Background: an optimization exercise with open tools, aiming at small area, a short achievable clock period and few clock cycles per item. Do not read the settings as production practice.
At most, simulation tests tie the RTL to the original design; equivalence was not proved.
Only the layout flow was run in runs 1 and 2; the RTL was not checked for function there.
Power figures rest on the tool's default switching activity, not on a simulated workload.

==> design/flow/design.v <==
`timescale 1ns/1ps
module SPM (
    input wire clk,
    input wire rst,
    input wire start,
    input wire signed [7:0] a,
    input wire signed [7:0] b,
    output wire signed [15:0] prod,
    output reg done,
    output wire sign_flag
);
    reg [4:0] rl;
    reg [10:0] r0;
    reg [10:0] r1;
    reg rs;
    wire pp1 = ~(a[0] & b[0]);
    wire pp2 = ~(a[0] & b[1]);
    wire pp3 = ~(a[0] & b[2]);
    wire pp4 = ~(a[0] & b[3]);
    wire pp5 = ~(a[0] & b[4]);
    wire pp6 = ~(a[0] & b[5]);
    wire pp7 = ~(a[0] & b[6]);
    wire pp8 = a[0] & b[7];
    wire pp9 = ~(a[1] & b[0]);
    wire pp10 = ~(a[1] & b[1]);
    wire pp11 = ~(a[1] & b[2]);
    wire pp12 = ~(a[1] & b[3]);
    wire pp13 = ~(a[1] & b[4]);
    wire pp14 = ~(a[1] & b[5]);
    wire pp15 = ~(a[1] & b[6]);
    wire pp16 = a[1] & b[7];
    wire pp17 = ~(a[2] & b[0]);
    wire pp18 = ~(a[2] & b[1]);
    wire pp19 = ~(a[2] & b[2]);
    wire pp20 = ~(a[2] & b[3]);
    wire pp21 = ~(a[2] & b[4]);
    wire pp22 = ~(a[2] & b[5]);
    wire pp23 = ~(a[2] & b[6]);
    wire pp24 = a[2] & b[7];
    wire pp25 = ~(a[3] & b[0]);
    wire pp26 = ~(a[3] & b[1]);
    wire pp27 = ~(a[3] & b[2]);
    wire pp28 = ~(a[3] & b[3]);
    wire pp29 = ~(a[3] & b[4]);
    wire pp30 = ~(a[3] & b[5]);
    wire pp31 = ~(a[3] & b[6]);
    wire pp32 = a[3] & b[7];
    wire pp33 = ~(a[4] & b[0]);
    wire pp34 = ~(a[4] & b[1]);
    wire pp35 = ~(a[4] & b[2]);
    wire pp36 = ~(a[4] & b[3]);
    wire pp37 = ~(a[4] & b[4]);
    wire pp38 = ~(a[4] & b[5]);
    wire pp39 = ~(a[4] & b[6]);
    wire pp40 = a[4] & b[7];
    wire pp41 = ~(a[5] & b[0]);
    wire pp42 = ~(a[5] & b[1]);
    wire pp43 = ~(a[5] & b[2]);
    wire pp44 = ~(a[5] & b[3]);
    wire pp45 = ~(a[5] & b[4]);
    wire pp46 = ~(a[5] & b[5]);
    wire pp47 = ~(a[5] & b[6]);
    wire pp48 = a[5] & b[7];
    wire pp49 = ~(a[6] & b[0]);
    wire pp50 = ~(a[6] & b[1]);
    wire pp51 = ~(a[6] & b[2]);
    wire pp52 = ~(a[6] & b[3]);
    wire pp53 = ~(a[6] & b[4]);
    wire pp54 = ~(a[6] & b[5]);
    wire pp55 = ~(a[6] & b[6]);
    wire pp56 = a[6] & b[7];
    wire pp57 = a[7] & b[0];
    wire pp58 = a[7] & b[1];
    wire pp59 = a[7] & b[2];
    wire pp60 = a[7] & b[3];
    wire pp61 = a[7] & b[4];
    wire pp62 = a[7] & b[5];
    wire pp63 = a[7] & b[6];
    wire pp64 = ~(a[7] & b[7]);
    wire s65, c66;
    spm_fa u_s65 (.a(pp3), .b(pp10), .ci(pp17), .s(s65), .co(c66));
    wire s67, c68;
    spm_fa u_s67 (.a(pp4), .b(pp11), .ci(pp18), .s(s67), .co(c68));
    wire s69, c70;
    spm_fa u_s69 (.a(pp25), .b(c66), .ci(s67), .s(s69), .co(c70));
    wire s71, c72;
    spm_fa u_s71 (.a(pp5), .b(pp12), .ci(pp19), .s(s71), .co(c72));
    wire s73, c74;
    spm_fa u_s73 (.a(pp26), .b(pp33), .ci(c68), .s(s73), .co(c74));
    wire s75, c76;
    spm_fa u_s75 (.a(s71), .b(s73), .ci(c70), .s(s75), .co(c76));
    wire s77, c78;
    spm_fa u_s77 (.a(pp6), .b(pp13), .ci(pp20), .s(s77), .co(c78));
    wire s79, c80;
    spm_fa u_s79 (.a(pp27), .b(pp34), .ci(pp41), .s(s79), .co(c80));
    wire s81, c82;
    spm_fa u_s81 (.a(c72), .b(s77), .ci(s79), .s(s81), .co(c82));
    wire s83, c84;
    spm_fa u_s83 (.a(c74), .b(s81), .ci(c76), .s(s83), .co(c84));
    wire s85, c86;
    spm_fa u_s85 (.a(pp7), .b(pp14), .ci(pp21), .s(s85), .co(c86));
    wire s87, c88;
    spm_fa u_s87 (.a(pp28), .b(pp35), .ci(pp42), .s(s87), .co(c88));
    wire s89, c90;
    spm_fa u_s89 (.a(pp49), .b(c78), .ci(c80), .s(s89), .co(c90));
    wire s91, c92;
    spm_fa u_s91 (.a(s85), .b(s87), .ci(c82), .s(s91), .co(c92));
    wire s93, c94;
    spm_han u_s93 (.a(s89), .b(s91), .s(s93), .co(c94));
    wire s95, c96;
    spm_fa u_s95 (.a(pp15), .b(pp22), .ci(pp29), .s(s95), .co(c96));
    wire s97, c98;
    spm_fa u_s97 (.a(pp36), .b(pp43), .ci(pp50), .s(s97), .co(c98));
    wire s99, c100;
    spm_fa u_s99 (.a(pp8), .b(pp57), .ci(c86), .s(s99), .co(c100));
    wire s101, c102;
    spm_fa u_s101 (.a(c88), .b(s95), .ci(s97), .s(s101), .co(c102));
    wire s103, c104;
    spm_fa u_s103 (.a(c90), .b(s99), .ci(s101), .s(s103), .co(c104));
    wire s105, c106;
    spm_han u_s105 (.a(c92), .b(s103), .s(s105), .co(c106));
    wire s107, c108;
    spm_ha u_s107 (.a(pp23), .b(pp30), .s(s107), .co(c108));
    wire s109, c110;
    spm_fa u_s109 (.a(pp37), .b(pp44), .ci(pp51), .s(s109), .co(c110));
    wire s111, c112;
    spm_fa u_s111 (.a(pp16), .b(pp58), .ci(s107), .s(s111), .co(c112));
    wire s113, c114;
    spm_fa u_s113 (.a(c96), .b(c98), .ci(s109), .s(s113), .co(c114));
    wire s115, c116;
    spm_fa u_s115 (.a(s111), .b(c100), .ci(c102), .s(s115), .co(c116));
    wire s117, c118;
    spm_fa u_s117 (.a(s113), .b(s115), .ci(c104), .s(s117), .co(c118));
    wire s119, c120;
    spm_fa u_s119 (.a(pp31), .b(pp38), .ci(pp45), .s(s119), .co(c120));
    wire s121, c122;
    spm_fa u_s121 (.a(pp52), .b(pp24), .ci(pp59), .s(s121), .co(c122));
    wire s123, c124;
    spm_fa u_s123 (.a(c108), .b(c110), .ci(s119), .s(s123), .co(c124));
    wire s125, c126;
    spm_fa u_s125 (.a(s121), .b(c112), .ci(c114), .s(s125), .co(c126));
    wire s127, c128;
    spm_fa u_s127 (.a(s123), .b(s125), .ci(c116), .s(s127), .co(c128));
    wire s129, c130;
    spm_fa u_s129 (.a(pp39), .b(pp46), .ci(pp53), .s(s129), .co(c130));
    wire s131, c132;
    spm_fa u_s131 (.a(pp32), .b(pp60), .ci(c120), .s(s131), .co(c132));
    wire s133, c134;
    spm_fa u_s133 (.a(c122), .b(s129), .ci(s131), .s(s133), .co(c134));
    wire s135, c136;
    spm_fa u_s135 (.a(c124), .b(c126), .ci(s133), .s(s135), .co(c136));
    wire s137, c138;
    spm_fa u_s137 (.a(pp47), .b(pp54), .ci(pp40), .s(s137), .co(c138));
    wire s139, c140;
    spm_fa u_s139 (.a(pp61), .b(c130), .ci(s137), .s(s139), .co(c140));
    wire s141, c142;
    spm_fa u_s141 (.a(c132), .b(s139), .ci(c134), .s(s141), .co(c142));
    wire s143, c144;
    spm_fa u_s143 (.a(pp55), .b(pp48), .ci(pp62), .s(s143), .co(c144));
    wire s145, c146;
    spm_fa u_s145 (.a(c138), .b(s143), .ci(c140), .s(s145), .co(c146));
    wire s147, c148;
    spm_fa u_s147 (.a(pp56), .b(pp63), .ci(c144), .s(s147), .co(c148));
    wire s149, c150;
    spm_han u_s149 (.a(pp2), .b(pp9), .s(s149), .co(c150));
    wire s151, c152;
    spm_han u_s151 (.a(c150), .b(s65), .s(s151), .co(c152));
    wire s153, c154;
    spm_han u_s153 (.a(c152), .b(s69), .s(s153), .co(c154));
    wire s155, c156;
    spm_han u_s155 (.a(c154), .b(s75), .s(s155), .co(c156));
    always @(posedge clk or posedge rst) begin
        if (rst) begin
            done <= 1'b0;
            rl <= 5'b11111;
            r0 <= 11'b11111111111;
            r1 <= 11'b11111111111;
            rs   <= 1'b0;
        end else begin
            done <= start;
            if (start) begin
                rl <= {s155, s153, s151, s149, pp1};
                r0 <= {1'b0, pp64, s147, s145, s141, c128, c118, c106, c94, s93, s83};
                r1 <= {1'b1, c148, c146, c142, c136, s135, s127, s117, s105, c84, c156};
                rs <= a[7] ^ b[7];
            end
        end
    end
    wire [4:0] rlt = rl ^ 5'b11111;
    wire [10:0] hic = r0 + r1 + 1'b1;
    wire [10:0] hi = ~hic;
    assign prod = {hi, rlt};
    assign sign_flag = rs;
endmodule
module spm_fa (input wire a, input wire b, input wire ci, output wire s, output wire co);
    assign s  = a ^ b ^ ci;
    assign co = (a & b) | (a & ci) | (b & ci);
endmodule
module spm_ha (input wire a, input wire b, output wire s, output wire co);
    assign s  = a ^ b;
    assign co = a & b;
endmodule
module spm_han (input wire a, input wire b, output wire s, output wire co);
    assign s  = ~(a ^ b);
    assign co = a | b;
endmodule
==> design/flow/flow/run.sh <==
#!/bin/bash
# The standard layout (standard.sh), with the port buffers made of
# sky130_fd_sc_hd__buf_1 cells instead of the delay-cell buffers that
# buffer_ports picks by default. make's full output goes to standard.log.
set -euo pipefail
export BUFFER_PORTS_ARGS="-buffer_cell sky130_fd_sc_hd__buf_1"
bash standard.sh > standard.log 2>&1
==> design/flow/standard.sh <==
#!/bin/bash
# synth_recipe.tcl (not shown) runs the flow's synth.tcl, then flattens the netlist and writes it again
# the make line also repeats each setting of config.mk as NAME=value (left out here)
make -C /OpenROAD-flow-scripts/flow DESIGN_CONFIG=/design/flow/config.mk WORK_HOME=/design/flow/orfs CLKGATE_MAP_FILE= SYNTH_SCRIPT=/design/flow/synth_recipe.tcl "${@:-finish}"
==> design/flow/config.mk <==
export PLATFORM = sky130hd
export DESIGN_NAME = SPM
export DESIGN_NICKNAME = SPM
export VERILOG_FILES = /design/flow/design.v
export SDC_FILE = /design/flow/constraint.sdc
export NUM_CORES = 4
export LEC_CHECK = 0
export CAP_MARGIN = 20
export CORE_MARGIN = 2
export CORE_UTILIZATION = 40
export SETUP_SLACK_MARGIN = 1.6
export SLEW_MARGIN = 20
export SYNTH_HIERARCHICAL = 1
export SYNTH_MINIMUM_KEEP_SIZE = 0
==> design/flow/constraint.sdc <==
create_clock -name core_clock -period 5.0 [get_ports {clk}]
set_input_delay 1.0000 -clock core_clock [delete_from_list [all_inputs] [get_ports {clk}]]
set_output_delay 1.0000 -clock core_clock [all_outputs]
set_load 0.01 [all_outputs]
==> results of run 1 <==
path summary, 6_finish.rpt:
check / startpoint / cells after the start / to / slack [ns]
hold / removal: rl[1] / 2 / rl[1] / 0.49
max in group asynchronous: rst / 3 / r1[6] / 3.94
hold reg to reg: rl[1] / 2 / rl[1] / 0.49
min in group asynchronous: rst / 3 / done / 0.75
setup / recovery: a[6] / 7 / r1[4] / 1.68
setup reg to reg: rl[3] / 2 / rl[3] / 4.19
logic make-up (layout without fill, tap and decap cells):
family	count (synthesis)	count (layout)	synth area share, %
fa+ha+maj	58	58	36.92
buf+inv	48	78	6.618
compound gates	26	26	5.989
xor+xnor	9	9	2.837
mux	18	18	7.294
simple gates	86	86	13.96
flops	28	28	26.38
repair_timing:
| action | 4_1_cts | 5_1_grt |
|---|---|---|
| endpoints found under the hold margin | 0 | 0 |
| endpoints found under the setup margin | 2 | 9 |
| pin swaps | 0 | 7 |
| cloned | 0 | 0 |
| resized for setup | 2 | 19 |
state kept, by name, summed over array words and instances, names as in the netlist:
name	count
rs	1
rl	5
r0	11
r1	10
done	1
layer usage:
metal  global-route usage [%]  share of wire [%]  vias to the layer above
met5                        0                  0                        -
li1                         -                  -                      912
met1                    18.72                 41                      989
met3                    2.749                3.1                        4
met2                    31.54                 55                       35
met4                    2.098               0.69                        0
per-module statistics from Yosys (local to each module, per instance):
module	copies in the design	flops+latches
SPM	1	28
spm_fa	39	0
spm_ha	1	0
spm_han	6	0
worst max-delay path, delay by kind of cell:
family	cells	cell delay [ns]
adder cells (fa/ha/maj)	4	1.82
buffers and inverters	1	0.30
multiplexers	1	0.28
AND/OR/NAND/NOR	1	0.13
power by group:
part | switching (uW) | internal, uW | total, uW
clock network | 68.0 | 70.4 | 138
logic | 540 | 432 | 972
registers | 40.1 | 343 | 383
total | 649 | 845 | 1490
per-stage QoR:
stage / total power, uW / utilization (%) / instances / setup WS (ns)
5_1_grt: 1662 / 45.69 / 383 / 1.562
3_5_place_dp: 1326 / 44.11 / 379 / 1.258
3_3_place_gp: 1309 / 44.11 / 379 / 1.275
2_1_floorplan: 1071 / - / 273 / 1.589
4_1_cts: 1473 / 44.96 / 383 / 1.605
6_report: 1494 / 45.69 / 383 / 1.679
layout make-up:
cell class | instances | area [um^2] | share of cell area, %
Multi-Input combinational cell | 197 | 1899 | 61.53
Sequential cell | 28 | 733.2 | 23.75
Timing Repair Buffer | 38 | 163.9 | 5.310
Inverter | 36 | 135.1 | 4.378
Tap cell | 80 | 100.1 | 3.243
Clock buffer | 4 | 55.05 | 1.784
cell usage in the layout, fill, tap and decap left out, drive strengths merged, types with 7 or more instances in the layout:
cell,count
nand2,55
fa,40
inv,36
buf,30
dfstp,26
mux2,18
ha,18
and2,14
clkbuf,12
o21ai,8
a21oi,8
nor2,7
xnor2,7
==> flow_metrics.py, run 1 <==
metrics = {
    "grt": {
        "track_usage_pct": 16.17,
        "grt_pass1_wl_um": 9839,
        "grt_max_degree": 37,
        "grt_pass1_vias": 2268,
        "grt_overflow_total": 0,
        "antenna_found_initial": 0,
    },
    "synth": {
        "synth_top_area_share_pct": 28.82,
        "synth_seq_cells": 28,
        "synthTopCellsByArea": "fa_1 29%, dfstp_2 25%, ha_1 8.1%",
        "postSynthNetCount": 350,
        "synth-async-reset-ratio_pct": 100.0,
        "synth_common_cells": "55 x nand2_1, 40 x fa_1, 36 x inv_1",
        "avgSynthCellArea_um2": 10.18,
        "yosysMostFrequentCell": "nand2_1",
        "syn_inst": 273,
        "yosysUniqueCellTypes": 30,
        "yosys.area.top_type": "fa_1",
        "ys_warn_count": 7,
        "syn_area_mm2": 0.002779,
        "ys_seq_area_share_pct": 26.38,
        "ys.flop_type": "dfstp_2",
        "synth_edf_count": 0,
    },
    "power": {
        "ir_worst_vdd_v": 0.0003126,
        "powerDensity_mw_per_mm2": 483.9,
        "p_leak_uw": 0.001328,
    },
    "floorplan": {
        "ios": 37,
        "initial_core_util_pct": 41.13,
        "fp.dieArea_mm2": 0.007630,
        "core_mm2": 0.006756,
        "num_rows": 30,
        "die_width_um": 87.35,
        "die_y_um": 87.35,
    },
    "routing": {
        "drc_errors": 0,
        "via_count": 1940,
        "dr.pass1.iters": 4,
        "avgRoutedWirePerCell_um": 13.98,
        "drt-initial-drc-count": 52,
        "viasPerCell": 5.065,
        "drtAntennaViolNets": 0,
        "drt_wl_total_um": 5356,
    },
    "finish": {
        "layout-drive-gt1-share_pct": 23.43,
        "final_nets": 381,
        "finalInstanceArea_mm2": 0.003087,
        "area_growth_pct": 11.08,
        "diodes": 0,
        "fillCellCount": 662,
    },
    "sta": {
        "setup_viol": 0,
        "post-route-period-util_pct": 66.41,
        "relSlewSlack_pct": 74.53,
        "clock_skew_ns": 0,
        "rsz0062_at_grt": "yes",
        "tightest_slew_ns": 0.3821,
        "slew_violations": 0,
        "holdWs_ns": 0.4890,
        "hold_violations": 0,
        "fmax_mhz": 301.2,
        "period_needed_ns": 3.321,
        "tns_ns": 0,
    },
    "critical_path": {
        "end_kind": "register",
        "path_max_fanout": 8,
        "critPathArrivalTime_ns": 3.53,
        "cpPeakStageDelay_ns": 0.52,
        "worstSetupPathType": "in2reg",
        "crit_slowest_cell": "fa_1",
        "crit_required_ns": 5.20,
        "crit_top_cell": "fa_1",
        "startpoint_type": "input pin",
        "path_cells": "buf_1, nand2_1, fa_1, fa_1, fa_1, fa_1, mux2_2",
    },
    "clock_tree": {
        "cts.path.max_buffers": 2,
        "ctsHoldBuffers": 0,
        "cts-root-buf": "clkbuf_8",
        "postCtsSetupBuffers": 0,
        "clk_pin_slew_worst_paths_ns": 0.09,
        "cts.sinks": 28,
        "numCtsBuffers": 3,
        "insertion_delay_ns": 0.27,
        "cts_max_level": 1,
        "cts_tree": "done",
    },
    "place": {
        "port_buffers": 36,
        "dpl_cell_area_mm2": 0.002980,
        "place_hpwl_um": 4324,
        "routabilityCongestion": 0.8015,
    },
    "run": {
        "cap_violations": 0,
    },
    "min_path": {
        "holdCritPathClass": "reg2reg",
    },
    "run_status": {
        "outcome": "no timing/DRC/antenna violations",
    },
}
==> run 2, diff against run 1 <==
--- a/design/flow/design.v
+++ b/design/flow/design.v
@@ -9,9 +9,9 @@
     output reg done,
     output wire sign_flag
 );
-    reg [4:0] rl;
-    reg [10:0] r0;
-    reg [10:0] r1;
+    reg [3:0] rl;
+    reg [11:0] r0;
+    reg [11:0] r1;
     reg rs;
     wire pp1 = ~(a[0] & b[0]);
     wire pp2 = ~(a[0] & b[1]);
@@ -167,28 +167,27 @@
     spm_han u_s151 (.a(c150), .b(s65), .s(s151), .co(c152));
     wire s153, c154;
     spm_han u_s153 (.a(c152), .b(s69), .s(s153), .co(c154));
-    wire s155, c156;
-    spm_han u_s155 (.a(c154), .b(s75), .s(s155), .co(c156));
     always @(posedge clk or posedge rst) begin
         if (rst) begin
             done <= 1'b0;
-            rl <= 5'b11111;
-            r0 <= 11'b11111111111;
-            r1 <= 11'b11111111111;
+            rl <= 4'd0;
+            r0 <= 12'd0;
+            r1 <= 12'd0;
             rs   <= 1'b0;
         end else begin
             done <= start;
             if (start) begin
-                rl <= {s155, s153, s151, s149, pp1};
-                r0 <= {1'b0, pp64, s147, s145, s141, c128, c118, c106, c94, s93, s83};
-                r1 <= {1'b1, c148, c146, c142, c136, s135, s127, s117, s105, c84, c156};
+                rl <= {~s153, ~s151, ~s149, ~pp1};
+                r0 <= {1'b1, ~pp64, ~s147, ~s145, ~s141, ~c128, ~c118, ~c106, ~c94, ~s93, ~s83, ~s75};
+                r1 <= {1'b0, ~c148, ~c146, ~c142, ~c136, ~s135, ~s127, ~s117, ~s105, ~c84, 1'b0, ~c154};
                 rs <= a[7] ^ b[7];
             end
         end
     end
-    wire [4:0] rlt = rl ^ 5'b11111;
-    wire [10:0] hic = r0 + r1 + 1'b1;
-    wire [10:0] hi = ~hic;
+    wire [3:0] rlt = rl;
+    wire [11:0] r0t = r0;
+    wire [11:0] r1t = r1;
+    wire [11:0] hi = r0t + r1t;
     assign prod = {hi, rlt};
     assign sign_flag = rs;
 endmodule
==> run 2 against run 1 <==
Compared with the run above: still clean; sequential cell count unchanged; final cell count is 2.6% higher; maximum frequency rose by 0.24%; sequential share of layout area decreased by 0.92 points; cell area fell by 0.61%; area after synthesis down 0.63%; clock power barely moved; critical endpoint is now r1[5]; largest cell class unchanged.
==> flow_metrics.py, run 2 <==
metrics = {
    "floorplan": {
        "die_width_um": 87.09,
        "initial_core_util_pct": 41.10,
        "core_mm2": 0.006719,
        "ios": 37,
        "num_rows": 30,
        "fp.dieArea_mm2": 0.007584,
        "die_y_um": 87.09,
    },
    "run_status": {
        "outcome": "no timing/DRC/antenna violations",
    },
    "routing": {
        "drt-initial-drc-count": 42,
        "drc_errors": 0,
        "avgRoutedWirePerCell_um": 13.84,
        "drtAntennaViolNets": 0,
        "via_count": 1996,
        "drt_wl_total_um": 5440,
        "viasPerCell": 5.079,
        "dr.pass1.iters": 4,
    },
    "finish": {
        "diodes": 0,
        "layout-drive-gt1-share_pct": 7.668,
        "final_nets": 390,
        "top_register": "r0",
        "fillCellCount": 664,
        "reg.largest.list": "r0 x12, r1 x10, rl x4",
        "largest_reg_flops": 12,
        "mostFrequentLayoutCells": "51 x nand2_1, 39 x fa_1, 36 x inv_1, 30 x buf_1, 28 x dfrtp_1",
        "fin_cells": 393,
        "final_common_cell": "nand2_1",
        "area_growth_pct": 11.10,
    },
    "synth": {
        "synth-async-reset-ratio_pct": 100.0,
        "ys_warn_count": 7,
        "synth_edf_count": 0,
        "syn_inst": 283,
        "postSynthNetCount": 359,
        "syn_area_mm2": 0.002761,
        "yosysMostFrequentCell": "nand2_1",
        "ys.flop_type": "dfrtp_1",
        "avgSynthCellArea_um2": 9.758,
        "synth_common_cells": "51 x nand2_1, 39 x fa_1, 37 x inv_1",
        "synth_top_area_share_pct": 28.27,
        "yosys.area.top_type": "fa_1",
        "synth_seq_cells": 28,
        "synthTopCellsByArea": "fa_1 28%, dfrtp_1 25%, ha_1 8.2%",
        "ys_seq_area_share_pct": 25.37,
        "yosysUniqueCellTypes": 33,
    },
    "critical_path": {
        "crit_required_ns": 5.12,
        "critPathArrivalTime_ns": 3.43,
        "path_max_fanout": 8,
        "end_kind": "register",
        "startpoint_type": "input pin",
        "worstSetupPathType": "in2reg",
        "reg2reg_depth": 1,
    },
    "sta": {
        "relSlewSlack_pct": 40.22,
        "period_needed_ns": 3.313,
        "rsz0062_at_grt": "no",
        "tns_ns": 0,
        "clock_skew_ns": 0,
        "slew_violations": 0,
        "hold_violations": 0,
        "fmax_mhz": 301.9,
        "post-route-period-util_pct": 66.25,
        "tightest_slew_ns": 0.8967,
        "setup_viol": 0,
    },
    "place": {
        "dp.cells": 387,
        "place_hpwl_um": 4273,
        "routabilityCongestion": 0.8064,
        "port_buffers": 36,
    },
    "clock_tree": {
        "insertion_delay_ns": 0.27,
        "clk_pin_slew_worst_paths_ns": 0.09,
        "cts_max_level": 1,
        "cts_tree": "done",
        "cts-root-buf": "clkbuf_8",
        "ctsHoldBuffers": 0,
        "cts.path.max_buffers": 2,
        "cts.sinks": 28,
        "numCtsBuffers": 3,
    },
    "min_path": {
        "min_path_cells": 2,
        "holdCritPathClass": "reg2reg",
    },
    "run": {
        "cap_violations": 0,
    },
    "grt": {
        "grt_pass1_wl_um": 9094,
        "track_usage_pct": 14.96,
        "grt_overflow_total": 0,
        "grt_max_degree": 41,
        "antenna_found_initial": 0,
        "grt_pass1_vias": 2019,
    },
    "power": {
        "powerDensity_mw_per_mm2": 439.8,
        "ir_worst_vdd_v": 0.0002053,
        "p_leak_uw": 0.001386,
    },
}
==> run 2: changes by cell type after synthesis, sizes merged, moves of 2 or more <==
| cell | before | now |
|---|---|---|
| nor3b | 0 | 3 |
| clkbuf | 8 | 11 |
| nor2b | 2 | 0 |
| a21oi | 8 | 17 |
| nor2 | 7 | 13 |
| dfstp | 26 | 0 |
| dfrtp | 2 | 28 |
| nand2 | 55 | 51 |
| nand3b | 0 | 2 |
| mux2i | 0 | 13 |
| buf | 4 | 1 |
| mux2 | 18 | 2 |
| o21ai | 8 | 3 |
| xnor2 | 7 | 5 |
==> run 2: worst max-delay path, cell delays in order <==
cell	delay, ns
buf_1	0.31
nand2_1	0.14
fa_1	0.47
fa_1	0.46
fa_1	0.47
fa_1	0.52
mux2i_1	0.07
==> run 2: power by group <==
part	leakage, uW	total, uW	switching [uW]	internal, uW
clock	0.0000288	136	65.5	70.4
sequential	0.000326	340	47.2	293
combinational	0.00103	873	478	395
total	0.00139	1350	591	759
==> run 2: cells by family after synthesis <==
kind of cell | count (synthesis) | synth area share, %
DFF | 28 | 25.37
buffers and inverters | 49 | 6.797
muxes | 15 | 5.528
and+or+nand+nor | 95 | 16.04
adders and majority gates | 57 | 36.43
xor gates and xnor gates | 8 | 2.537
AOI/OAI and AO/OA | 31 | 7.295
==> run 2: layout make-up <==
cell class              instances  area (um^2)  share of cell area, %
multi-input cells             206         1916                  62.44
clock buffers                   4        55.05                  1.794
repair buffers                 38        157.7                  5.139
flip-flops and latches         28        700.7                  22.84
inverters                      37        138.9                  4.527
well taps                      80        100.1                  3.263
==> run 2: worst paths after layout <==
path | startpoint | end | slack, ns
worst max register to register | r0[11] | r0[11] | 4.17
worst min register to register | rl[0] | rl[0] | 0.53
worst max-delay path | b[6] | r1[5] | 1.69
min in group asynchronous | rst | r1[0] | 0.76
worst min-delay path | rl[0] | rl[0] | 0.53
max in group asynchronous | rst | r0[6] | 3.86
==> run 2: repair_timing <==
| action | CTS | global route |
|---|---|---|
| endpoints found under the hold margin | 0 | 0 |
| setup buffers | 0 | 2 |
| resized for setup | 0 | 17 |
| endpoints found under the setup margin | 0 | 5 |
==> run 2: stage by stage <==
stage | area (um^2) | hold slack [ns] | setup WS (ns) | util, % | power (uW)
2_1_floorplan | 2761 | 0.4875 | 1.623 | - | 953.1
3_3_place_gp | 2949 | 0.4965 | 1.392 | 43.89 | 1159
3_5_place_dp | 2949 | 0.5134 | 1.379 | 43.89 | 1171
4_1_cts | 3004 | 0.5327 | 1.643 | 44.71 | 1314
5_1_grt | 3068 | 0.5422 | 1.579 | 45.66 | 1497
6_report | 3068 | 0.5281 | 1.687 | 45.66 | 1349
==> run 2: layer usage <==
layer | vias up | global-route usage, % | part of all wire (%)
met2 | 31 | 26.37 | 54
met3 | 2 | 2.654 | 3.0
met5 | - | 0 | 0
met1 | 1007 | 19.96 | 43
li1 | 956 | - | -
met4 | 0 | 1.420 | 0.18
==> run 2: modules after synthesis, one instance, submodules excluded <==
module,cell area (um^2),flops+latches,times used,cells inside
SPM,1831,28,1,218
spm_han,27.53,0,5,5
spm_fa,20.02,0,39,1
spm_ha,12.51,0,1,1
==> run 3, diff against run 2 <==
--- a/design/flow/design.v
+++ b/design/flow/design.v
@@ -106,7 +106,7 @@
     wire s91, c92;
     spm_fa u_s91 (.a(s85), .b(s87), .ci(c82), .s(s91), .co(c92));
     wire s93, c94;
-    spm_han u_s93 (.a(s89), .b(s91), .s(s93), .co(c94));
+    spm_fa u_s93 (.a(s89), .b(s91), .ci(c84), .s(s93), .co(c94));
     wire s95, c96;
     spm_fa u_s95 (.a(pp15), .b(pp22), .ci(pp29), .s(s95), .co(c96));
     wire s97, c98;
@@ -178,8 +178,8 @@
             done <= start;
             if (start) begin
                 rl <= {~s153, ~s151, ~s149, ~pp1};
-                r0 <= {1'b1, ~pp64, ~s147, ~s145, ~s141, ~c128, ~c118, ~c106, ~c94, ~s93, ~s83, ~s75};
-                r1 <= {1'b0, ~c148, ~c146, ~c142, ~c136, ~s135, ~s127, ~s117, ~s105, ~c84, 1'b0, ~c154};
+                r0 <= {1'b1, ~pp64, ~s147, ~s145, ~s141, ~c128, ~c118, ~c106, ~s105, ~s93, ~s83, ~s75};
+                r1 <= {1'b0, ~c148, ~c146, ~c142, ~c136, ~s135, ~s127, ~s117, ~c94, 1'b0, 1'b0, ~c154};
                 rs <= a[7] ^ b[7];
             end
         end
--- a/design/flow/config.mk
+++ b/design/flow/config.mk
@@ -8,7 +8,7 @@
 export CAP_MARGIN = 20
 export CORE_MARGIN = 2
 export CORE_UTILIZATION = 40
-export SETUP_SLACK_MARGIN = 1.6
+export SETUP_SLACK_MARGIN = 1.8
 export SLEW_MARGIN = 20
 export SYNTH_HIERARCHICAL = 1
 export SYNTH_MINIMUM_KEEP_SIZE = 0
==> run 3 against run 2 <==
Compared with the run above: wire length shrank 7.0%; critical path depth grew 1; clock power shrank about 10%; clock skew is the same; total power shrank 12%; sequential power shrank 4%; worst hold slack lost 0.023 ns; cell area shrank 1.3%; die area shrank 5.5%; via count shrank 6.0%; first-iteration DRC count grew 86%; sequential share of layout area shrank 0.52 points; largest cell class unchanged.
==> flow_metrics.py, run 3 <==
metrics = {
    "run_status": {
        "outcome": "no timing/DRC/antenna violations",
    },
    "floorplan": {
        "die_y_um": 84.66,
        "initial_core_util_pct": 41.22,
        "die_width_um": 84.66,
        "num_rows": 29,
        "fp.dieArea_mm2": 0.007167,
        "core_mm2": 0.006314,
        "ios": 37,
    },
    "sta": {
        "relSlewSlack_pct": 41.47,
        "rsz0062_at_grt": "yes",
        "post-route-period-util_pct": 63.39,
        "holdWs_ns": 0.5050,
        "slew_violations": 0,
        "period_needed_ns": 3.170,
        "tns_ns": 0,
        "setup_viol": 0,
        "fmax_mhz": 315.5,
        "hold_violations": 0,
        "clock_skew_ns": 0,
        "tightest_slew_ns": 0.8779,
    },
    "synth": {
        "avgSynthCellArea_um2": 10.05,
        "ys.flop_type": "dfrtp_1",
        "ys_warn_count": 7,
        "syn_area_mm2": 0.002602,
        "postSynthNetCount": 334,
        "synthTopCellsByArea": "fa_1 31%, dfrtp_1 26%, ha_1 7.7%",
        "synth_common_cells": "49 x nand2_1, 40 x fa_1, 30 x inv_1",
        "yosysUniqueCellTypes": 30,
        "yosys.area.top_type": "fa_1",
        "ys_seq_area_share_pct": 25.96,
        "syn_inst": 259,
        "synth_edf_count": 0,
        "synth-async-reset-ratio_pct": 100.0,
        "synth_seq_cells": 27,
        "synth_top_area_share_pct": 30.77,
        "yosysMostFrequentCell": "nand2_1",
    },
    "critical_path": {
        "crit_family": "adder cells",
        "path_max_fanout": 7,
        "startpoint_type": "input pin",
        "crit_required_ns": 5.13,
        "crit_slowest_cell": "fa_1",
        "worstSetupPathType": "in2reg",
        "path_cells": "buf_12, nand2_4, fa_2, fa_1, fa_2, fa_2, fa_1, a21oi_2",
        "critPathArrivalTime_ns": 3.30,
        "crit_top_cell": "fa_2",
        "cp.buffers_inverters": 1,
        "end_kind": "register",
        "cpPeakStageDelay_ns": 0.52,
    },
    "power": {
        "p_sw_share_pct": 43.63,
        "p_leak_uw": 0.001351,
        "p_switching_uw": 520.3,
        "ir_worst_vdd_v": 0.0002266,
        "p_int_uw": 672.2,
        "p_clk_share_pct": 10.2,
        "total_power_uw": 1193,
        "powerDensity_mw_per_mm2": 394.0,
        "power_frac_comb_pct": 62.5,
        "p_seq_share_pct": 27.3,
    },
    "finish": {
        "ff_latch_area_um2": 675.6,
        "postLayoutCoreUtil_pct": 47.94,
        "multi_input_area_mm2": 0.001838,
        "reg.largest.list": "r0 x12, r1 x9, rl x4",
        "mostFrequentLayoutCells": "45 x nand2_1, 32 x fa_1, 29 x inv_1, 27 x dfrtp_1, 19 x buf_1",
        "top_register": "r0",
        "largest_reg_flops": 12,
        "area_growth_pct": 16.30,
        "final_nets": 367,
        "final_common_cell": "nand2_1",
        "fillCellCount": 628,
        "layout-drive-gt1-share_pct": 16.15,
        "diodes": 0,
    },
    "routing": {
        "drc_errors": 0,
        "via_count": 1877,
        "dr.pass1.iters": 4,
        "drt-initial-drc-count": 78,
        "drtAntennaViolNets": 0,
        "drt_wl_total_um": 5061,
        "viasPerCell": 5.101,
        "avgRoutedWirePerCell_um": 13.75,
    },
    "run": {
        "cap_violations": 0,
    },
    "grt": {
        "antenna_found_initial": 0,
        "grt_max_degree": 40,
        "track_usage_pct": 15.28,
        "grt_pass1_wl_um": 8907,
        "grt_pass1_vias": 1943,
        "grt_overflow_total": 0,
    },
    "clock_tree": {
        "cts.path.max_buffers": 2,
        "clk_pin_slew_worst_paths_ns": 0.09,
        "ctsHoldBuffers": 0,
        "insertion_delay_ns": 0.27,
        "cts.sinks": 27,
        "cts_max_level": 1,
        "numCtsBuffers": 3,
        "cts_tree": "done",
        "cts-root-buf": "clkbuf_8",
    },
    "min_path": {
        "holdCritPathClass": "reg2reg",
    },
    "place": {
        "place_hpwl_um": 3986,
        "routabilityCongestion": 0.8023,
        "port_buffers": 36,
    },
}
-- run 3: kinds of logic after synthesis --
kind of cell,after synthesis,synth area share [%]
AND/OR/NAND/NOR,85,14.47
adder cells (fa/ha/maj),56,38.46
buffers and inverters,41,6.010
AO/OA/AOI/OAI,27,6.634
flip-flops,27,25.96
multiplexers,13,5.096
XOR/XNOR,10,3.366
-- run 3: layer usage --
metal | vias to the layer above | track usage, % | part of all wire [%]
li1 | 878 | - | -
met1 | 963 | 20.44 | 42
met2 | 36 | 27.56 | 55
met3 | 0 | 2.753 | 3.6
met4 | 0 | 0.4329 | 0
met5 | - | 0 | 0
-- run 3: worst paths after layout --
path                         from  endpoint  slack (ns)  depth (start not counted)
max in group asynchronous     rst     r1[5]        3.86                          2
setup / recovery             b[2]     r0[2]        1.83                          8
hold / removal             r0[11]    r0[11]        0.51                          1
min in group asynchronous     rst      done        0.76                          2
hold reg to reg            r0[11]    r0[11]        0.51                          1
setup reg to reg            r0[2]     r0[2]        4.19                          2
-- run 3: worst reg2reg max path: cells and delay by family (launching register included) --
kind	cells	cell delay [ns]
simple gates	1	0.17
compound gates	1	0.04
flops	1	0.46
-- run 3: power groups by stage --
stage	logic [uW]	registers, uW	clock network [uW]
after floorplan	543	320	0
after global placement	720	329	0
after detailed placement	727	331	0
after CTS	733	326	126
after global routing	841	335	139
final	745	326	122
-- run 3: final cells by class --
class / count / area share, %
timing repair buffer: 39 / 8.557
inverter: 30 / 3.721
multi-input combinational: 191 / 60.73
clock buffer: 4 / 1.488
tap: 77 / 3.183
sequential: 27 / 22.32
-- run 3: what timing repair did --
action / CTS / global route
buffers inserted: 0 / 3
gates resized for setup: 19 / 31
pin swaps: 0 / 9
setup endpoints to repair: 11 / 9
hold endpoints to repair: 0 / 0
-- run 3: modules after synthesis (local to each module, per instance) --
| module | cells | cell area [um^2] | flops+latches |
|---|---|---|---|
| spm_han | 5 | 27.53 | 0 |
| spm_fa | 1 | 20.02 | 0 |
| SPM | 198 | 1679 | 27 |
| spm_ha | 1 | 12.51 | 0 |
-- run 3: stage by stage --
step / std cells / setup WS, ns / instance area [um^2]
2_1_floorplan: 259 / 1.618 / 2694
3_3_place_gp: 361 / 1.305 / 2819
3_5_place_dp: 361 / 1.248 / 2819
4_1_cts: 365 / 1.807 / 2894
5_1_grt: 368 / 1.768 / 3027
6_report: 368 / 1.830 / 3027
Testbench counts of run 3, summed over its fixed seeds: cycles 4,088, items 2,048.
==> run 4, diff against run 3 <==
--- a/design/flow/config.mk
+++ b/design/flow/config.mk
@@ -8,7 +8,7 @@
 export CAP_MARGIN = 20
 export CORE_MARGIN = 2
 export CORE_UTILIZATION = 40
-export SETUP_SLACK_MARGIN = 1.8
+export SETUP_SLACK_MARGIN = 1.7
 export SLEW_MARGIN = 20
 export SYNTH_HIERARCHICAL = 1
 export SYNTH_MINIMUM_KEEP_SIZE = 0
==> run 4 against run 3 <==
Compared with the run above: still clean; wire length is 2.4% lower; non-clock buffer count fell by 3; clock-buffer cell count fell by 1; core utilization is 2.5 points lower; combinational power down 5.2%; worst hold slack better by 0.0026 ns; worst setup slack worse by 0.082 ns; sequential cell count unchanged; total power fell by 2.8%; final cell count decreased by 0.82%.
==> flow_metrics.py, run 4 <==
metrics = {
    "clock_tree": {
        "cts_tree": "done",
        "ctsHoldBuffers": 0,
        "cts.path.max_buffers": 2,
        "numCtsBuffers": 3,
        "postCtsSetupBuffers": 0,
        "clk_pin_slew_worst_paths_ns": 0.10,
        "cts-root-buf": "clkbuf_8",
        "cts.sinks": 27,
        "cts_max_level": 1,
        "insertion_delay_ns": 0.28,
    },
    "routing": {
        "viasPerCell": 5.082,
        "drt-initial-drc-count": 91,
        "drc_errors": 0,
        "dr.pass1.iters": 4,
        "drt_wl_total_um": 4939,
        "drtAntennaViolNets": 0,
        "avgRoutedWirePerCell_um": 13.53,
        "via_count": 1855,
    },
    "critical_path": {
        "crit_slowest_cell": "fa_1",
        "path_cells": "buf_2, nand2_1, fa_2, fa_1, fa_2, fa_2, fa_1, a21oi_1",
        "path_max_fanout": 8,
        "worstSetupPathType": "in2reg",
        "startpoint_type": "input pin",
        "crit_required_ns": 5.13,
        "crit_top_cell": "fa_2",
        "cpPeakStageDelay_ns": 0.48,
        "critPathArrivalTime_ns": 3.39,
        "end_kind": "register",
    },
    "sta": {
        "setup_viol": 0,
        "post-route-period-util_pct": 65.03,
        "relSlewSlack_pct": 41.71,
        "period_needed_ns": 3.252,
        "tns_ns": 0,
        "fmax_mhz": 307.5,
        "worst_slack_ns": 1.748,
        "tightest_slew_ns": 0.8743,
        "holdWs_ns": 0.5076,
        "slew_violations": 0,
        "hold_violations": 0,
        "clock_skew_ns": 0,
        "rsz0062_at_grt": "yes",
    },
    "place": {
        "place_hpwl_um": 3940,
        "routabilityCongestion": 0.8462,
        "port_buffers": 36,
        "post-place-ws_ns": 1.238,
    },
    "finish": {
        "postLayoutCoreUtil_pct": 45.42,
        "reg.largest.list": "r0 x12, r1 x9, rl x4",
        "final_common_cell": "nand2_1",
        "layout-drive-gt1-share_pct": 10.76,
        "final_nets": 364,
        "top_register": "r0",
        "largest_reg_flops": 12,
        "diodes": 0,
        "mostFrequentLayoutCells": "49 x nand2_1, 36 x fa_1, 29 x inv_1, 27 x dfrtp_1, 21 x buf_1",
        "area_growth_pct": 10.19,
        "fillCellCount": 635,
    },
    "synth": {
        "ys_warn_count": 7,
        "avgSynthCellArea_um2": 10.05,
        "ys.flop_type": "dfrtp_1",
        "synth-async-reset-ratio_pct": 100.0,
        "synth_edf_count": 0,
        "postSynthNetCount": 334,
        "synth_common_cells": "49 x nand2_1, 40 x fa_1, 30 x inv_1",
        "yosys.area.top_type": "fa_1",
        "syn_inst": 259,
        "synth_seq_cells": 27,
        "syn_area_mm2": 0.002602,
        "ys_seq_area_share_pct": 25.96,
        "synth_top_area_share_pct": 30.77,
        "yosysMostFrequentCell": "nand2_1",
        "synthTopCellsByArea": "fa_1 31%, dfrtp_1 26%, ha_1 7.7%",
        "yosysUniqueCellTypes": 30,
    },
    "grt": {
        "grt_overflow_total": 0,
        "grt_max_degree": 40,
        "track_usage_pct": 14.93,
        "grt_pass1_wl_um": 8707,
        "antenna_found_initial": 0,
        "grt_pass1_vias": 1942,
    },
    "floorplan": {
        "die_width_um": 84.66,
        "initial_core_util_pct": 41.22,
        "ios": 37,
        "core_mm2": 0.006314,
        "die_y_um": 84.66,
        "num_rows": 29,
        "fp.dieArea_mm2": 0.007167,
    },
    "power": {
        "p_leak_uw": 0.001286,
        "powerDensity_mw_per_mm2": 404.1,
        "ir_worst_vdd_v": 0.0002263,
    },
    "min_path": {
        "holdCritPathClass": "reg2reg",
    },
    "run_status": {
        "outcome": "no timing/DRC/antenna violations",
    },
    "run": {
        "cap_violations": 0,
    },
}
[run 4: repair_timing]
action | CTS | global route
hold endpoints to repair | 0 | 0
pin swaps | 0 | 0
gates resized for setup | 9 | 5
cloned | 0 | 0
endpoints found under the setup margin | 4 | 7
[run 4: per-stage QoR]
stage / cells / power [uW] / area [um^2]
detailed placement: 361 / 1053 / 2801
global placement: 361 / 1046 / 2801
finish: 365 / 1159 / 2868
CTS: 365 / 1185 / 2861
floorplan: 259 / 858.0 / 2639
global route: 365 / 1279 / 2868
[run 4: final cells by class]
cell class                 instances  area, um^2  area share [%]
clock buffer                       3       41.29           1.440
tap                               77       96.34           3.360
inverter                          30       112.6           3.927
clock inverter                     1       7.507          0.2618
multi-input combinational        191        1780           62.09
sequential                        27       675.6           23.56
timing repair buffer              36       153.9           5.367
[run 4: logic make-up after synthesis]
logic type | Yosys count | share of synthesized area, %
and+or+nand+nor | 85 | 14.47
adders and majority gates | 56 | 38.46
buffers and inverters | 41 | 6.010
AOI/OAI and AO/OA | 27 | 6.634
DFF | 27 | 25.96
muxes | 13 | 5.096
xor gates and xnor gates | 10 | 3.366
[run 4: path summary, 6_finish.rpt]
kind	startpoint	slack, ns	to	cells past startpoint
worst max-delay path	a[0]	1.75	r0[2]	8
worst min-delay path	r0[11]	0.51	r0[11]	1
worst max register to register	r0[2]	4.20	r0[2]	2
worst min register to register	r0[11]	0.51	r0[11]	1
max in group asynchronous	rst	3.87	r0[7]	2
min in group asynchronous	rst	0.74	done	2
[run 4: per-layer routing]
metal | global-route usage, % | part of all wire (%) | vias to the layer above
li1 | - | - | 868
met1 | 19.92 | 41 | 933
met2 | 26.34 | 53 | 50
met3 | 2.852 | 5.1 | 4
met4 | 1.443 | 0.71 | 0
met5 | 0 | 0 | -
[run 4: critical path: cells and delay by family]
family | cells | cell delay (ns)
and+or+nand+nor | 1 | 0.10
buffers and inverters | 1 | 0.17
AOI/OAI and AO/OA | 1 | 0.06
adders and majority gates | 5 | 2.04
[run 4: modules after synthesis, one instance, submodules excluded]
module | cell area, um^2 | flops+latches | cells | times used
spm_ha | 12.51 | 0 | 1 | 1
spm_han | 27.53 | 0 | 5 | 4
SPM | 1679 | 27 | 198 | 1
spm_fa | 20.02 | 0 | 1 | 40
[run 4: power by group]
group	switching, uW	internal [uW]	leakage, uW
combinational	395	311	0.000951
clock	71.6	56.6	0.0000217
sequential	44.0	281	0.000314
==> run 5, diff against run 4 <==
--- a/design/flow/config.mk
+++ b/design/flow/config.mk
@@ -5,6 +5,7 @@
 export SDC_FILE = /design/flow/constraint.sdc
 export NUM_CORES = 4
 export LEC_CHECK = 0
+export ABC_AREA = 1
 export CAP_MARGIN = 20
 export CORE_MARGIN = 2
 export CORE_UTILIZATION = 40
==> run 5 against run 4 <==
Compared with the run above: largest cell class unchanged; critical endpoint unchanged; still clean; clock-buffer cell count unchanged; die area up 4.3%; largest power group unchanged; highest routed layer unchanged; non-clock buffer count increased by 2; cell area is 4.8% higher; register-to-register slack better by 0.06 ns; critical path type unchanged.
==> flow_metrics.py, run 5 <==
metrics = {
    "clock_tree": {
        "numCtsBuffers": 3,
        "insertion_delay_ns": 0.27,
        "clk_pin_slew_worst_paths_ns": 0.09,
        "cts.sinks": 27,
        "cts-root-buf": "clkbuf_8",
        "cts_max_level": 1,
        "cts.path.max_buffers": 2,
        "cts_tree": "done",
    },
    "sta": {
        "period_needed_ns": 3.302,
        "setup_viol": 0,
        "tns_ns": 0,
        "relSlewSlack_pct": 71.88,
        "tightest_slew_ns": 0.4219,
        "slew_violations": 0,
        "post-route-period-util_pct": 66.03,
        "clock_skew_ns": 0,
        "fmax_mhz": 302.9,
        "hold_violations": 0,
        "rsz0062_at_grt": "yes",
    },
    "routing": {
        "via_count": 2038,
        "dr.pass1.iters": 4,
        "avgRoutedWirePerCell_um": 12.43,
        "drc_errors": 0,
        "drt_wl_total_um": 5445,
        "drtAntennaViolNets": 0,
        "drt-initial-drc-count": 71,
        "viasPerCell": 4.653,
    },
    "floorplan": {
        "die_width_um": 86.48,
        "ios": 37,
        "initial_core_util_pct": 40.73,
        "num_rows": 30,
        "core_mm2": 0.006681,
        "die_y_um": 86.48,
        "fp.dieArea_mm2": 0.007479,
    },
    "power": {
        "p_int_uw": 582.9,
        "p_clk_share_pct": 11.7,
        "p_sw_share_pct": 44.91,
        "ir_worst_vdd_v": 0.0001290,
        "p_seq_share_pct": 30.1,
        "powerDensity_mw_per_mm2": 352.1,
        "p_switching_uw": 475.3,
        "power_frac_comb_pct": 58.1,
        "p_leak_uw": 0.001527,
    },
    "finish": {
        "layout-drive-gt1-share_pct": 7.821,
        "finalInstanceArea_mm2": 0.003005,
        "final_nets": 434,
        "top_register": "r0",
        "final_common_cell": "nand2_1",
        "area_growth_pct": 10.44,
        "postLayoutCoreUtil_pct": 44.98,
        "reg.largest.list": "r0 x12, r1 x9, rl x4",
        "mostFrequentLayoutCells": "129 x nand2_1, 47 x inv_1, 36 x fa_1, 27 x dfrtp_1, 22 x buf_1",
        "largest_reg_flops": 12,
        "diodes": 0,
        "fillCellCount": 690,
    },
    "place": {
        "dpl_cell_area_mm2": 0.002907,
        "routabilityCongestion": 0.8411,
        "port_buffers": 36,
        "place_hpwl_um": 4482,
    },
    "synth": {
        "synthTopCellsByArea": "fa_1 29%, dfrtp_1 25%, nand2_1 18%",
        "synth_edf_count": 0,
        "yosys.area.top_type": "fa_1",
        "synth-async-reset-ratio_pct": 100.0,
        "postSynthNetCount": 410,
        "yosysMostFrequentCell": "nand2_1",
        "avgSynthCellArea_um2": 8.123,
        "ys_seq_area_share_pct": 24.83,
        "synth_seq_cells": 27,
        "syn_area_mm2": 0.002721,
        "ys_warn_count": 7,
        "ys.flop_type": "dfrtp_1",
        "syn_inst": 335,
        "synth_top_area_share_pct": 29.43,
        "synth_common_cells": "130 x nand2_1, 48 x inv_1, 40 x fa_1",
        "yosysUniqueCellTypes": 19,
    },
    "critical_path": {
        "rr_startpoint": "r0[2]",
        "cp-startpoint": "a[1]",
        "end_kind": "register",
        "reg2reg_setup_slack_ns": 4.26,
        "crit_required_ns": 5.15,
        "crit_slowest_cell": "fa_1",
        "critPathArrivalTime_ns": 3.46,
        "crit_top_cell": "fa_2",
        "crit_family": "adder cells",
        "path_max_fanout": 8,
        "r2r_end": "r0[2]",
        "cp.buffers_inverters": 1,
        "reg2reg_depth": 2,
        "worstSetupPathType": "in2reg",
        "startpoint_type": "input pin",
        "path_cells": "buf_2, nand2_1, fa_2, fa_1, fa_2, fa_2, fa_1, o21ai_1",
        "cpPeakStageDelay_ns": 0.50,
    },
    "min_path": {
        "min_path_cells": 2,
        "min_from": "rl[2]",
        "hold_end": "rl[2]",
        "holdCritPathClass": "reg2reg",
    },
    "grt": {
        "grt_overflow_total": 0,
        "track_usage_pct": 16.15,
        "grt_pass1_vias": 2097,
        "antenna_found_initial": 0,
        "grt_pass1_wl_um": 9708,
        "grt_max_degree": 49,
    },
    "run_status": {
        "outcome": "no timing/DRC/antenna violations",
    },
    "run": {
        "cap_violations": 0,
    },
}
run 5: cell types whose count changed after synthesis, moves of 11 or more:
cell and delta:
nand2_1 +81, mux2i_1 -11, inv_1 +18, and2_1 -15
a21oi_1 -12, o21ai_0 +21
run 5: Yosys stat by module (local to each module, per instance):
module	flip-flops and latches	cell area, um^2	copies in the design	cells
SPM	27	1798	1	274
spm_fa	0	20.02	40	1
spm_ha	0	12.51	1	1
spm_han	0	27.53	4	5
run 5: worst min-delay path, cell delays in order, from the launching register on:
cell,delay [ns]
dfrtp_1,0.35
nand2_1,0.05
o21ai_0,0.05
run 5: how the worst max path moves through the flow:
stage / end / cells past startpoint
after floorplan: r0[2] / 8
after global routing: r0[2] / 8
final: r0[2] / 8
after detailed placement: r0[2] / 8
after CTS: r0[2] / 8
after global placement: r0[2] / 8
run 5: area by class of cell:
type | instances | area, um^2 | share of cell area (%)
timing repair buffer | 38 | 192.7 | 6.411
clock buffer | 3 | 41.29 | 1.374
sequential | 27 | 675.6 | 22.48
clock inverter | 1 | 7.507 | 0.2498
multi-input combinational | 241 | 1808 | 60.16
tap | 80 | 100.1 | 3.331
inverter | 48 | 180.2 | 5.995
run 5: power groups by stage:
stage | Sequential (uW) | Clock [uW] | Combinational [uW]
global placement | 322 | 0 | 605
global route | 327 | 137 | 722
finish | 319 | 124 | 615
detailed placement | 323 | 0 | 616
CTS | 319 | 127 | 622
floorplan | 315 | 0 | 461
run 5: stage by stage:
stage,power (uW),hold WS [ns],std cells,setup WS (ns)
2_1_floorplan,776.4,0.4473,335,1.601
3_3_place_gp,926.6,0.4608,433,1.302
3_5_place_dp,939.1,0.4699,433,1.214
4_1_cts,1069,0.4928,437,1.697
5_1_grt,1187,0.5152,438,1.641
6_report,1058,0.4902,438,1.698
run 5: repair_timing:
item                                    CTS  global route
hold endpoints to repair                  0             0
endpoints found under the setup margin    4             5
resized for setup                        14             3
setup buffers                             0             0
hold buffers                              0             0
run 5: metal layers:
layer	wire length [um]	vias up	track usage (%)
li1	-	1039	-
met3	138	6	1.048
met5	0	-	0
met4	78	0	4.403
met1	2740	959	23.11
met2	2488	34	26.78
run 5: cells by family (layout without fill, tap and decap cells):
logic type               after synthesis  after routing  share of synthesized area, %
flip-flops                            27             27                         24.83
AND/OR/NAND/NOR                      151            151                         21.61
XOR/XNOR                               6              6                         1.931
adder cells (fa/ha/maj)               56             56                         36.78
buffers and inverters                 67             90                         9.379
AO/OA/AOI/OAI                         28             28                         5.472
==> run 6, diff against run 5 <==
==> design/flow/config.mk (replaced) <==
export PLATFORM = sky130hd
export DESIGN_NAME = SPM
export DESIGN_NICKNAME = SPM
export VERILOG_FILES = /design/flow/design.v
export SDC_FILE = /design/flow/constraint.sdc
export NUM_CORES = 4
export LEC_CHECK = 0
export CAP_MARGIN = 20
export CORE_MARGIN = 2
export CORE_UTILIZATION = 40
export SETUP_SLACK_MARGIN = 1.6
export SLEW_MARGIN = 20
export SYNTH_HIERARCHICAL = 1
export SYNTH_MINIMUM_KEEP_SIZE = 0
==> run 6 against run 5 <==
Compared with the run above: still clean; critical path depth decreased by 1; sequential power up 2%; sequential cell count did not move; critical path type unchanged.
==> flow_metrics.py, run 6 <==
metrics = {
    "critical_path": {
        "path_cells": "buf_1, nand2_1, fa_1, fa_1, fa_1, fa_1, mux2i_1",
        "crit_required_ns": 5.12,
        "rr_startpoint": "r0[2]",
        "worstSetupPathType": "in2reg",
        "end_kind": "register",
        "path_max_fanout": 8,
        "crit_slowest_cell": "fa_1",
        "r2r_end": "r0[2]",
        "reg2reg_depth": 2,
        "cpPeakStageDelay_ns": 0.53,
        "cp-startpoint": "a[6]",
        "reg2reg_setup_slack_ns": 4.19,
        "critPathArrivalTime_ns": 3.41,
        "crit_family": "adder cells",
        "crit_end": "r1[4]",
        "startpoint_type": "input pin",
        "cp.buffers_inverters": 1,
        "crit_cells": 7,
        "crit_top_cell": "fa_1",
    },
    "place": {
        "dpl_cell_area_mm2": 0.002801,
        "routabilityCongestion": 0.8134,
        "place_hpwl_um": 4047,
        "port_buffers": 36,
    },
    "power": {
        "p_seq_share_pct": 28.1,
        "p_int_uw": 649.3,
        "p_leak_uw": 0.001285,
        "p_clk_share_pct": 10.6,
        "p_switching_uw": 510.2,
        "power_frac_comb_pct": 61.4,
        "powerDensity_mw_per_mm2": 405.0,
        "ir_worst_vdd_v": 0.0002087,
        "p_sw_share_pct": 44.00,
    },
    "synth": {
        "syn_area_mm2": 0.002602,
        "synthTopCellsByArea": "fa_1 31%, dfrtp_1 26%, ha_1 7.7%",
        "yosysMostFrequentCell": "nand2_1",
        "synth-async-reset-ratio_pct": 100.0,
        "ys.flop_type": "dfrtp_1",
        "postSynthNetCount": 334,
        "yosys.area.top_type": "fa_1",
        "ys_warn_count": 7,
        "synth_top_area_share_pct": 30.77,
        "synth_common_cells": "49 x nand2_1, 40 x fa_1, 30 x inv_1",
        "yosysUniqueCellTypes": 30,
        "syn_inst": 259,
        "ys_seq_area_share_pct": 25.96,
        "avgSynthCellArea_um2": 10.05,
        "synth_seq_cells": 27,
        "synth_edf_count": 0,
    },
    "sta": {
        "tns_ns": 0,
        "hold_violations": 0,
        "relSlewSlack_pct": 42.54,
        "rsz0062_at_grt": "no",
        "setup_viol": 0,
        "slew_violations": 0,
        "fmax_mhz": 303.5,
        "post-route-period-util_pct": 65.89,
        "tightest_slew_ns": 0.8619,
        "clock_skew_ns": 0,
        "period_needed_ns": 3.295,
    },
    "grt": {
        "grt_pass1_wl_um": 8673,
        "grt_pass1_vias": 1917,
        "grt_overflow_total": 0,
        "track_usage_pct": 14.86,
        "grt_max_degree": 40,
        "antenna_found_initial": 0,
    },
    "floorplan": {
        "num_rows": 29,
        "initial_core_util_pct": 41.22,
        "die_width_um": 84.66,
        "core_mm2": 0.006314,
        "fp.dieArea_mm2": 0.007167,
        "die_y_um": 84.66,
        "ios": 37,
    },
    "clock_tree": {
        "postCtsSetupBuffers": 0,
        "cts_tree": "done",
        "cts.path.max_buffers": 2,
        "numCtsBuffers": 3,
        "clk_pin_slew_worst_paths_ns": 0.09,
        "ctsHoldBuffers": 0,
        "insertion_delay_ns": 0.27,
        "cts-root-buf": "clkbuf_8",
        "cts_max_level": 1,
        "cts_resized": 4,
        "cts.sinks": 27,
    },
    "routing": {
        "viasPerCell": 5.058,
        "drc_errors": 0,
        "via_count": 1846,
        "routed-wl-met2_um": 2737,
        "routedLengthMet1_um": 2145,
        "drt-initial-drc-count": 40,
        "drtAntennaViolNets": 0,
        "highest_layer": "met3",
        "avgRoutedWirePerCell_um": 13.75,
        "dr_wl_met3_um": 134,
        "dr.pass1.iters": 6,
        "drt_wl_total_um": 5017,
    },
    "finish": {
        "top_register": "r0",
        "largest_reg_flops": 12,
        "finalInstanceArea_mm2": 0.002863,
        "area_growth_pct": 10.00,
        "layout-drive-gt1-share_pct": 10.07,
        "diodes": 0,
        "reg.largest.list": "r0 x12, r1 x9, rl x4",
        "final_common_cell": "nand2_1",
        "multi_input_area_mm2": 0.001780,
        "final_nets": 364,
        "mostFrequentLayoutCells": "49 x nand2_1, 36 x fa_1, 29 x inv_1, 27 x dfrtp_1, 22 x buf_1",
        "ff_latch_area_um2": 675.6,
        "fillCellCount": 649,
    },
    "run_status": {
        "outcome": "no timing/DRC/antenna violations",
    },
    "run": {
        "cap_violations": 0,
    },
    "min_path": {
        "holdCritPathClass": "reg2reg",
        "min_from": "r0[11]",
    },
}
==> run 6: cell types whose count changed after synthesis, sizes merged, moves of 6 or more <==
cell,change
clkbuf,-7
nand2,-82
o21ai,-21
a21oi,+14
mux2i,+11
xnor2,+6
and2,+15
inv,-18
==> run 6: cells by family (layout without fill, tap and decap cells) <==
| family | after synthesis | after routing | share of synthesized area [%] |
|---|---|---|---|
| buffers and inverters | 41 | 70 | 6.010 |
| AOI/OAI and AO/OA | 27 | 27 | 6.634 |
| adders and majority gates | 56 | 56 | 38.46 |
| and+or+nand+nor | 85 | 85 | 14.47 |
| DFF | 27 | 27 | 25.96 |
| muxes | 13 | 13 | 5.096 |
| xor gates and xnor gates | 10 | 10 | 3.366 |
==> run 6: layout make-up <==
type,count,share of cell area (%)
Clock buffer,4,1.573
Inverter,30,3.934
Timing Repair Buffer,36,5.332
Multi-Input combinational cell,191,62.19
Tap cell,77,3.365
Sequential cell,27,23.60
==> run 6: worst min path at each step <==
stage	end	slack (ns)	cells past startpoint
final	r0[11]	0.50	1
after global routing	r0[11]	0.54	1
after CTS	r0[11]	0.50	1
after detailed placement	r0[11]	0.48	1
after global placement	r0[11]	0.47	1
after floorplan	r0[11]	0.46	1
==> run 6: power by group through the flow <==
| stage | combinational (uW) | sequential [uW] | clock (uW) |
|---|---|---|---|
| 4_1_cts | 731 | 327 | 127 |
| 6_report | 712 | 325 | 123 |
| 3_3_place_gp | 717 | 329 | 0 |
| 2_1_floorplan | 537 | 320 | 0 |
| 3_5_place_dp | 724 | 331 | 0 |
| 5_1_grt | 803 | 336 | 134 |
==> run 6: per-stage QoR <==
| stage | setup slack (ns) | instances | total power, uW | utilization, % | hold WS [ns] |
|---|---|---|---|---|---|
| after floorplan | 1.599 | 259 | 857.7 | - | 0.4591 |
| after global placement | 1.295 | 361 | 1046 | 44.37 | 0.4720 |
| after detailed placement | 1.224 | 361 | 1055 | 44.37 | 0.4780 |
| after CTS | 1.614 | 365 | 1185 | 45.16 | 0.5008 |
| after global routing | 1.628 | 365 | 1273 | 45.34 | 0.5361 |
| final | 1.705 | 365 | 1159 | 45.34 | 0.4995 |
==> run 6: per-module statistics from Yosys, one instance, submodules excluded <==
module	flip-flops and latches	cell area, um^2	times used
SPM	27	1679	1
spm_han	0	27.53	4
spm_fa	0	20.02	40
spm_ha	0	12.51	1
==> run 6: metal layers <==
| metal | vias to the layer above | GRT usage (%) |
|---|---|---|
| met5 | - | 0 |
| li1 | 869 | - |
| met4 | 0 | 0.8658 |
| met3 | 0 | 2.655 |
| met1 | 950 | 19.86 |
| met2 | 27 | 26.63 |
==> run 7, diff against run 6 <==
--- a/design/flow/config.mk
+++ b/design/flow/config.mk
@@ -8,7 +8,8 @@
 export CAP_MARGIN = 20
 export CORE_MARGIN = 2
 export CORE_UTILIZATION = 40
-export SETUP_SLACK_MARGIN = 1.6
+export GPL_TIMING_DRIVEN = 0
+export SETUP_SLACK_MARGIN = 1.75
 export SLEW_MARGIN = 20
 export SYNTH_HIERARCHICAL = 1
 export SYNTH_MINIMUM_KEEP_SIZE = 0
==> run 7 against run 6 <==
Compared with the run above: core utilization up 1.6 points; clock skew unchanged; wire length up 1.5%; largest cell class unchanged; still clean on timing, DRC and antenna; register-to-register slack better by 0.04 ns; via count up 0.49%; worst setup slack better by 0.093 ns; worst hold slack worse by 0.011 ns; critical path depth up 1; clock power about the same; sequential power about the same.
==> flow_metrics.py, run 7 <==
metrics = {
    "run_status": {
        "outcome": "no timing/DRC/antenna violations",
    },
    "floorplan": {
        "initial_core_util_pct": 41.22,
        "ios": 37,
        "die_y_um": 84.66,
        "die_width_um": 84.66,
        "num_rows": 29,
        "core_mm2": 0.006314,
        "fp.dieArea_mm2": 0.007167,
    },
    "synth": {
        "synth_edf_count": 0,
        "yosysMostFrequentCell": "nand2_1",
        "synth_top_area_share_pct": 30.77,
        "yosysUniqueCellTypes": 30,
        "avgSynthCellArea_um2": 10.05,
        "synth_common_cells": "49 x nand2_1, 40 x fa_1, 30 x inv_1",
        "synth-async-reset-ratio_pct": 100.0,
        "synth_seq_cells": 27,
        "ys.flop_type": "dfrtp_1",
        "postSynthNetCount": 334,
        "syn_inst": 259,
        "ys_seq_area_share_pct": 25.96,
        "syn_area_mm2": 0.002602,
        "synthTopCellsByArea": "fa_1 31%, dfrtp_1 26%, ha_1 7.7%",
        "ys_warn_count": 7,
        "yosys.area.top_type": "fa_1",
    },
    "clock_tree": {
        "cts.sinks": 27,
        "clk_pin_slew_worst_paths_ns": 0.09,
        "cts.path.max_buffers": 2,
        "insertion_delay_ns": 0.27,
        "cts_tree": "done",
        "numCtsBuffers": 3,
        "postCtsSetupBuffers": 0,
        "cts-root-buf": "clkbuf_8",
        "cts_max_level": 1,
    },
    "sta": {
        "hold_violations": 0,
        "period_needed_ns": 3.201,
        "post-route-period-util_pct": 64.02,
        "slew_violations": 0,
        "relSlewSlack_pct": 62.60,
        "fmax_mhz": 312.4,
        "setup_viol": 0,
        "clock_skew_ns": 0,
        "tightest_slew_ns": 0.5602,
        "tns_ns": 0,
        "rsz0062_at_grt": "yes",
    },
    "critical_path": {
        "cp-startpoint": "a[2]",
        "path_cells": "clkbuf_4, nand2_1, fa_2, fa_2, fa_2, fa_2, fa_1, a21oi_1",
        "cpPeakStageDelay_ns": 0.50,
        "critPathArrivalTime_ns": 3.34,
        "crit_top_cell": "fa_2",
        "path_max_fanout": 8,
        "worstSetupPathType": "in2reg",
        "crit_required_ns": 5.14,
        "crit_slowest_cell": "fa_1",
        "startpoint_type": "input pin",
        "rr_startpoint": "r0[10]",
        "end_kind": "register",
    },
    "finish": {
        "final_nets": 368,
        "diodes": 0,
        "finalInstanceArea_mm2": 0.002964,
        "layout-drive-gt1-share_pct": 13.70,
        "fillCellCount": 632,
        "mostFrequentLayoutCells": "48 x nand2_1, 32 x fa_1, 29 x inv_1, 27 x dfrtp_1, 21 x buf_1",
        "reg.largest.list": "r0 x12, r1 x9, rl x4",
        "final_common_cell": "nand2_1",
        "area_growth_pct": 13.89,
        "top_register": "r0",
        "largest_reg_flops": 12,
    },
    "routing": {
        "drt-initial-drc-count": 76,
        "drt_wl_total_um": 5092,
        "drtAntennaViolNets": 0,
        "via_count": 1855,
        "avgRoutedWirePerCell_um": 13.80,
        "drc_errors": 0,
        "dr.pass1.iters": 6,
        "viasPerCell": 5.027,
    },
    "place": {
        "routabilityCongestion": 0.7873,
        "dpl_cell_area_mm2": 0.002872,
        "port_buffers": 29,
        "place_hpwl_um": 4157,
    },
    "power": {
        "p_leak_uw": 0.001313,
        "total_power_uw": 1187,
        "ir_worst_vdd_v": 0.0002535,
        "powerDensity_mw_per_mm2": 400.5,
    },
    "grt": {
        "track_usage_pct": 15.15,
        "grt_max_degree": 28,
        "grt_overflow_total": 0,
        "grt_pass1_vias": 1898,
        "grt_pass1_wl_um": 8742,
        "antenna_found_initial": 0,
    },
    "min_path": {
        "min_from": "r0[11]",
        "holdCritPathClass": "reg2reg",
    },
    "run": {
        "cap_violations": 0,
    },
}
## run 7: changes by cell type in the layout (fill, tap and decap cells not counted), sizes merged
| cell | previous run | this run |
|---|---|---|
| buf | 26 | 27 |
| clkbuf | 14 | 17 |
## run 7: stage by stage
step                utilization, %  setup WS [ns]  std cells  hold slack (ns)
global route                 46.95          1.719        369           0.5103
global placement             45.48          1.282        365           0.4758
CTS                          46.29          1.725        369           0.4928
detailed placement           45.48          1.253        365           0.4718
floorplan                        -          1.618        259           0.4591
finish                       46.95          1.799        369           0.4888
## run 7: Yosys stat by module (local to each module, per instance)
module	flops+latches	cells	area (um^2)
SPM	27	198	1679
spm_han	0	5	27.53
spm_fa	0	1	20.02
spm_ha	0	1	12.51
## run 7: layer usage
metal	vias up	wire, um	track usage (%)
met5	-	0	0
met4	0	17	2.165
met3	2	213	2.950
met2	40	2666	25.91
met1	932	2194	20.57
li1	881	-	-
## run 7: worst max-delay path: cells and delay by family
kind,cells,cell delay (ns)
AOI/OAI and AO/OA,1,0.07
buffers and inverters,1,0.16
and+or+nand+nor,1,0.10
adders and majority gates,5,2.01
## run 7: area by class of cell
cell class / instances / area (um^2) / area share [%]
Multi-Input combinational cell: 191 / 1818 / 61.33
Clock buffer: 4 / 45.04 / 1.520
Timing Repair Buffer: 29 / 126.4 / 4.263
Inverter: 30 / 112.6 / 3.799
Tap cell: 77 / 96.34 / 3.250
Sequential cell: 27 / 675.6 / 22.79
Buffer: 11 / 90.09 / 3.039
## run 7: power by group
part           internal [uW]  switching [uW]
combinational            329             411
sequential               281            43.2
clock                   57.1            66.6
## run 7: worst paths after layout
path / slack (ns) / cells past startpoint / endpoint
worst min-delay path: 0.49 / 1 / r0[11]
max in group asynchronous: 3.88 / 2 / rs
min in group asynchronous: 0.75 / 2 / r0[0]
worst max-delay path: 1.80 / 8 / r0[2]
worst min register to register: 0.49 / 1 / r0[11]
worst max register to register: 4.23 / 1 / r0[10]
## run 7: what timing repair did
item	4_1_cts	5_1_grt
gates resized for setup	5	16
pin swaps	0	5
setup endpoints to repair	4	11
hold buffers	0	0
## run 7: logic make-up after synthesis
kind of cell	count (synthesis)	synth area share, %
AOI/OAI and AO/OA	27	6.634
adders and majority gates	56	38.46
xor gates and xnor gates	10	3.366
DFF	27	25.96
and+or+nand+nor	85	14.47
muxes	13	5.096
buffers and inverters	41	6.010

what the ideal ports hide:
Ports are ideal in the flow. The routed layouts listed here were re-timed in OpenROAD. Step 1: set_driving_cell puts a clkbuf_16 on clk and a buf_2 on each other input, an assumption about the parent block. Step 2 times the ports against the registers' clock, not the clock port: input delays grow and output delays shrink by t, the midpoint of the rising clock arrivals with the driver on. Three values: no drivers, after step 1, after step 2; two values: the first two.
| run | t (ns) | setup slack, ns | clock arrival spread, ns |
|---|---|---|---|
| run 1 | 0.292 | 1.679 / 1.682 / 1.390 | 0.004 / 0.004 |
| run 2 | 0.292 | 1.687 / 1.671 / 1.398 | 0.006 / 0.005 |
| run 3 | 0.287 | 1.830 / 1.790 / 1.503 | 0.004 / 0.004 |
| run 4 | 0.298 | 1.748 / 1.750 / 1.452 | 0.011 / 0.011 |
| run 5 | 0.291 | 1.698 / 1.699 / 1.407 | 0.002 / 0.001 |
| run 6 | 0.290 | 1.705 / 1.708 / 1.418 | 0.004 / 0.004 |
| run 7 | 0.296 | 1.799 / 1.795 / 1.498 | 0.003 / 0.003 |
After both steps every run listed still meets setup and hold. The setup slack of run 3, which loses most, moves by -0.040 ns with the drivers and by -0.327 ns with both steps.
